Source: an optimization exercise on an open RTL-to-GDS flow (aim: small area, a short achievable clock period and few clock cycles per item). Production flows keep margins and buffers that such runs may drop.

== quartz ==
==> flow/design.v <==
module huffman_top (
    input         clk,
    input         reset,
    input         gray_valid,
    input  [7:0]  gray_data,
    output        CNT_valid,
    output [47:0] CNT,
    output        code_valid,
    output [47:0] HC,
    output [47:0] M
);
reg        vld, srt, mrg, clr, cnt_v, code_v, gm;
reg  [4:1] F;
always @(posedge clk or posedge reset) begin
    if (reset) begin
        vld <= 1'b0; srt <= 1'b0; mrg <= 1'b0; clr <= 1'b1;
        F <= 4'b0; cnt_v <= 1'b0; code_v <= 1'b0; gm <= 1'b0;
    end else begin
        vld    <= gray_valid;
        cnt_v  <= vld && !gray_valid;
        code_v <= mrg && !F[1];
        clr    <= mrg && !F[1];
        if (vld && !gray_valid) begin
            srt <= 1'b1;
            gm  <= 1'b0;
            F   <= 4'b1111;
        end else if (srt || mrg) begin
            if (!F[1]) begin
                srt <= 1'b0;
                if (srt) gm <= 1'b1;
                mrg <= srt;
                F   <= {4{srt}};
            end else
                F <= {1'b0, F[4:2]};
        end
    end
end
reg  [6:0] R [0:5];
reg  [2:0] p [0:5];
reg  [4:0] hc [0:5];
reg  [2:0] ln [0:5];    
wire [6:0] X = (clr ? 7'd0 : R[0]) + (mrg ? R[1] : 7'd0);
wire [6:0] r1c = gm ? R[1] : 7'd0;
function lt3(input [6:0] a, input [6:0] c, input [6:0] r);
    reg [6:0] s, k;
    reg [7:0] t;
    begin
        s = a ^ c ^ ~r;
        k = (a & c) | (a & ~r) | (c & ~r);
        t = {1'b0, s} + {k[5:0], 1'b0};
        lt3 = k[6] | t[7];
    end
endfunction
wire [7:0] b;
assign b[0] = 1'b0;
assign b[1] = srt && (F[1] || R[1] < R[0]);
assign b[2] = (srt && F[2]) || lt3(R[0], r1c, R[2]);
assign b[3] = (srt && F[3]) || lt3(R[0], r1c, R[3]);
assign b[4] = (srt && F[4]) || lt3(R[0], r1c, R[4]);
assign b[5] = lt3(R[0], r1c, R[5]);
assign b[6] = 1'b0;
assign b[7] = 1'b0;
reg  [2:0] px;
always @(posedge clk)
    px <= gray_data[2:0];
wire [5:0] inc;
genvar g;
generate for (g = 0; g < 6; g = g + 1) begin : sym
    assign inc[g] = vld && (px == ((g == 5) ? 3'd1 : g + 2));
end endgenerate
integer m;
reg [6:0] r1, r2, ra, rb, ones;
reg       s1, s0;
always @(posedge clk) begin
    for (m = 0; m < 6; m = m + 1) begin
        r1 = (m < 5) ? R[m + 1] : 7'd127;
        r2 = (m < 4) ? R[m + 2] : 7'd127;
        ra = srt ? r1 : r2;
        ones = {&R[m][5:0], &R[m][4:0], &R[m][3:0], &R[m][2:0], &R[m][1:0], R[m][0], 1'b1};
        rb = mrg ? r1 : R[m] ^ (ones & {7{inc[m]}});
        s1 = (srt && b[m + 1]) || (mrg && b[m + 2]);
        s0 = (srt && b[m]) || (mrg && b[m + 1]) || ((srt || mrg) && m == 0) || clr;
        R[m] <= s1 ? ra : s0 ? X : rb;
    end
end
wire [5:1] t = srt ? b[5:1] : {1'b0, b[5:2]};
wire [2:0] q = {t[3], t[2] & !t[5], t[1] & !t[4]};
function [2:0] jdec1(input [2:0] j);    
    jdec1 = {!j[0], j[2], j[1]};
endfunction
function [2:0] jdec2(input [2:0] j);    
    jdec2 = {!j[1], !j[0], j[2]};
endfunction
function [5:0] jhot(input [2:0] j);     
    jhot = {j[2] & !j[1], j[1] & !j[0], j[2] & j[0], !j[2] & j[1], !j[1] & j[0], !j[2] & !j[0]};
endfunction
localparam [17:0] PINIT = {3'b110, 3'b111, 3'b011, 3'b001, 3'b000, 3'b100};
integer k;
reg [5:0] h, lh;
reg       bp, first2, inv, one;
always @(posedge clk) begin
    for (k = 0; k < 6; k = k + 1) begin
        h = jhot(p[k]);
        bp = |(h[5:1] & b[5:1]);
        first2 = h[0] | h[1];
        p[k] <= ({3{srt & h[0]}} & q) | ({3{srt & !h[0] & bp}} & jdec1(p[k]))
              | ({3{srt & !h[0] & !bp}} & p[k])
              | ({3{mrg & first2}} & q) | ({3{mrg & !first2 & bp}} & jdec2(p[k]))
              | ({3{mrg & !first2 & !bp}} & jdec1(p[k]))
              | ({3{!srt & !mrg}} & PINIT[3 * k +: 3]);
        inv = mrg && first2;
        one = mrg && h[0];
        ln[k] <= ({3{mrg & !first2}} & ln[k]) | ({3{inv}} & {ln[k][1:0], !ln[k][2]});
        lh = jhot(ln[k]);
        hc[k] <= ({5{mrg}} & hc[k]) | ({5{one}} & lh[4:0]);
    end
end
assign CNT_valid  = cnt_v;
assign code_valid = code_v;
assign CNT = {1'b0, R[5], 1'b0, R[0], 1'b0, R[1], 1'b0, R[2], 1'b0, R[3], 1'b0, R[4]};
assign HC  = {3'b0, hc[0], 3'b0, hc[1], 3'b0, hc[2], 3'b0, hc[3], 3'b0, hc[4], 3'b0, hc[5]};
function [7:0] mask(input [2:0] j);
    mask = {3'b0, j[2] & !j[1], j[2] & !j[0], j[2], j[2] | j[1], 1'b1};
endfunction
assign M   = {mask(ln[0]), mask(ln[1]), mask(ln[2]), mask(ln[3]), mask(ln[4]), mask(ln[5])};
endmodule
Settings: LEC_CHECK=0, ABC_AREA=1, CAP_MARGIN=20, CORE_MARGIN=2, CORE_UTILIZATION=40, CTS_BUF_LIST=sky130_fd_sc_hd__clkbuf_8, SLEW_MARGIN=20; clock period 10.0 ns.
standard.sh (not shown) runs the stock make flow with config.mk's settings and CLKGATE_MAP_FILE= SYNTH_SCRIPT=/design/flow/synth_recipe.tcl, a recipe that flattens the netlist after the stock synthesis.
==> flow/flow/run.sh <==
#!/bin/bash
set -euo pipefail
export BUFFER_PORTS_ARGS="-buffer_cell sky130_fd_sc_hd__buf_1"
export SETUP_SLACK_MARGIN=6.5
bash standard.sh finish > flow.log 2>&1
Every stage of the flow completed for quartz, and the final layout passed the timing, DRC and antenna checks.
#### Input delta (indigo over quartz)
--- a/flow/design.v
+++ b/flow/design.v
@@ -67,22 +67,25 @@
 genvar g;
 generate for (g = 0; g < 6; g = g + 1) begin : sym
     assign inc[g] = vld && (px == ((g == 5) ? 3'd1 : g + 2));
 end endgenerate
 integer m;
-reg [6:0] r1, r2, ra, rb, ones;
+reg [6:0] r1, r2, ones;
 reg       s1, s0;
 always @(posedge clk) begin
     for (m = 0; m < 6; m = m + 1) begin
         r1 = (m < 5) ? R[m + 1] : 7'd127;
         r2 = (m < 4) ? R[m + 2] : 7'd127;
-        ra = srt ? r1 : r2;
         ones = {&R[m][5:0], &R[m][4:0], &R[m][3:0], &R[m][2:0], &R[m][1:0], R[m][0], 1'b1};
-        rb = mrg ? r1 : R[m] ^ (ones & {7{inc[m]}});
-        s1 = (srt && b[m + 1]) || (mrg && b[m + 2]);
-        s0 = (srt && b[m]) || (mrg && b[m + 1]) || ((srt || mrg) && m == 0) || clr;
-        R[m] <= s1 ? ra : s0 ? X : rb;
+        s0 = (srt && (b[m] || m == 0)) || (mrg && !b[m + 2]) || clr;
+        s1 = (srt && !b[m + 1] && (b[m] || m == 0)) || (mrg && (b[m + 1] || m == 0)) || clr;
+        case ({s1, s0})
+            2'd0: R[m] <= R[m] ^ (ones & {7{inc[m]}});
+            2'd1: R[m] <= r1;
+            2'd2: R[m] <= r2;
+            2'd3: R[m] <= X;
+        endcase
     end
 end
 wire [5:1] t = srt ? b[5:1] : {1'b0, b[5:2]};
 wire [2:0] q = {t[3], t[2] & !t[5], t[1] & !t[4]};
 function [2:0] jdec1(input [2:0] j);    
Notes after the runs:
indigo: area of the mapped netlist about 2.8% below quartz
First-iteration DRC count in indigo is 132 below quartz.
indigo: placed cell count is about 6% lower than what quartz reported.
Delta (indigo minus quartz): total length of routed wires went down 3.1%; fraction of the mapped netlist area in adder cells went up 0.61 points; wire length on met3 went up 200 um; maximum frequency held; die area went down 640 um2.
Final cycle utilization of the critical path essentially unchanged between quartz and indigo.
No run of this note included a check of the RTL's function; only the layout flow was run.

==> what the ideal ports hide <==
How much do the figures lean on ideal ports? The routed layouts below were timed once more, with nothing changed but the port constraints. Step 1, drivers: a clkbuf_16 drives clk and a buf_2 each remaining input, both assumed. Step 2 also shifts input and output timing later by t, the mid clock arrival at the registers, as if the neighbouring blocks saw the same clock. Slacks: ideal / step 1 / step 2; pairs: ideal / step 1.
| run | t (ns) | slack for setup (ns) | worst hold slack (ns) | clock arrival spread, ns | worst slew at a driven data input, ns |
|---|---|---|---|---|---|
| quartz | 0.497 | 6.653 / 6.611 / 6.726 | 0.462 / 0.462 / 0.462 | 0.019 / 0.019 | 0.03 |
| indigo | 0.501 | 6.649 / 6.636 / 6.649 | 0.443 / 0.443 / 0.443 | 0.014 / 0.014 | 0.03 |
After both steps setup and hold are still met in every run listed.
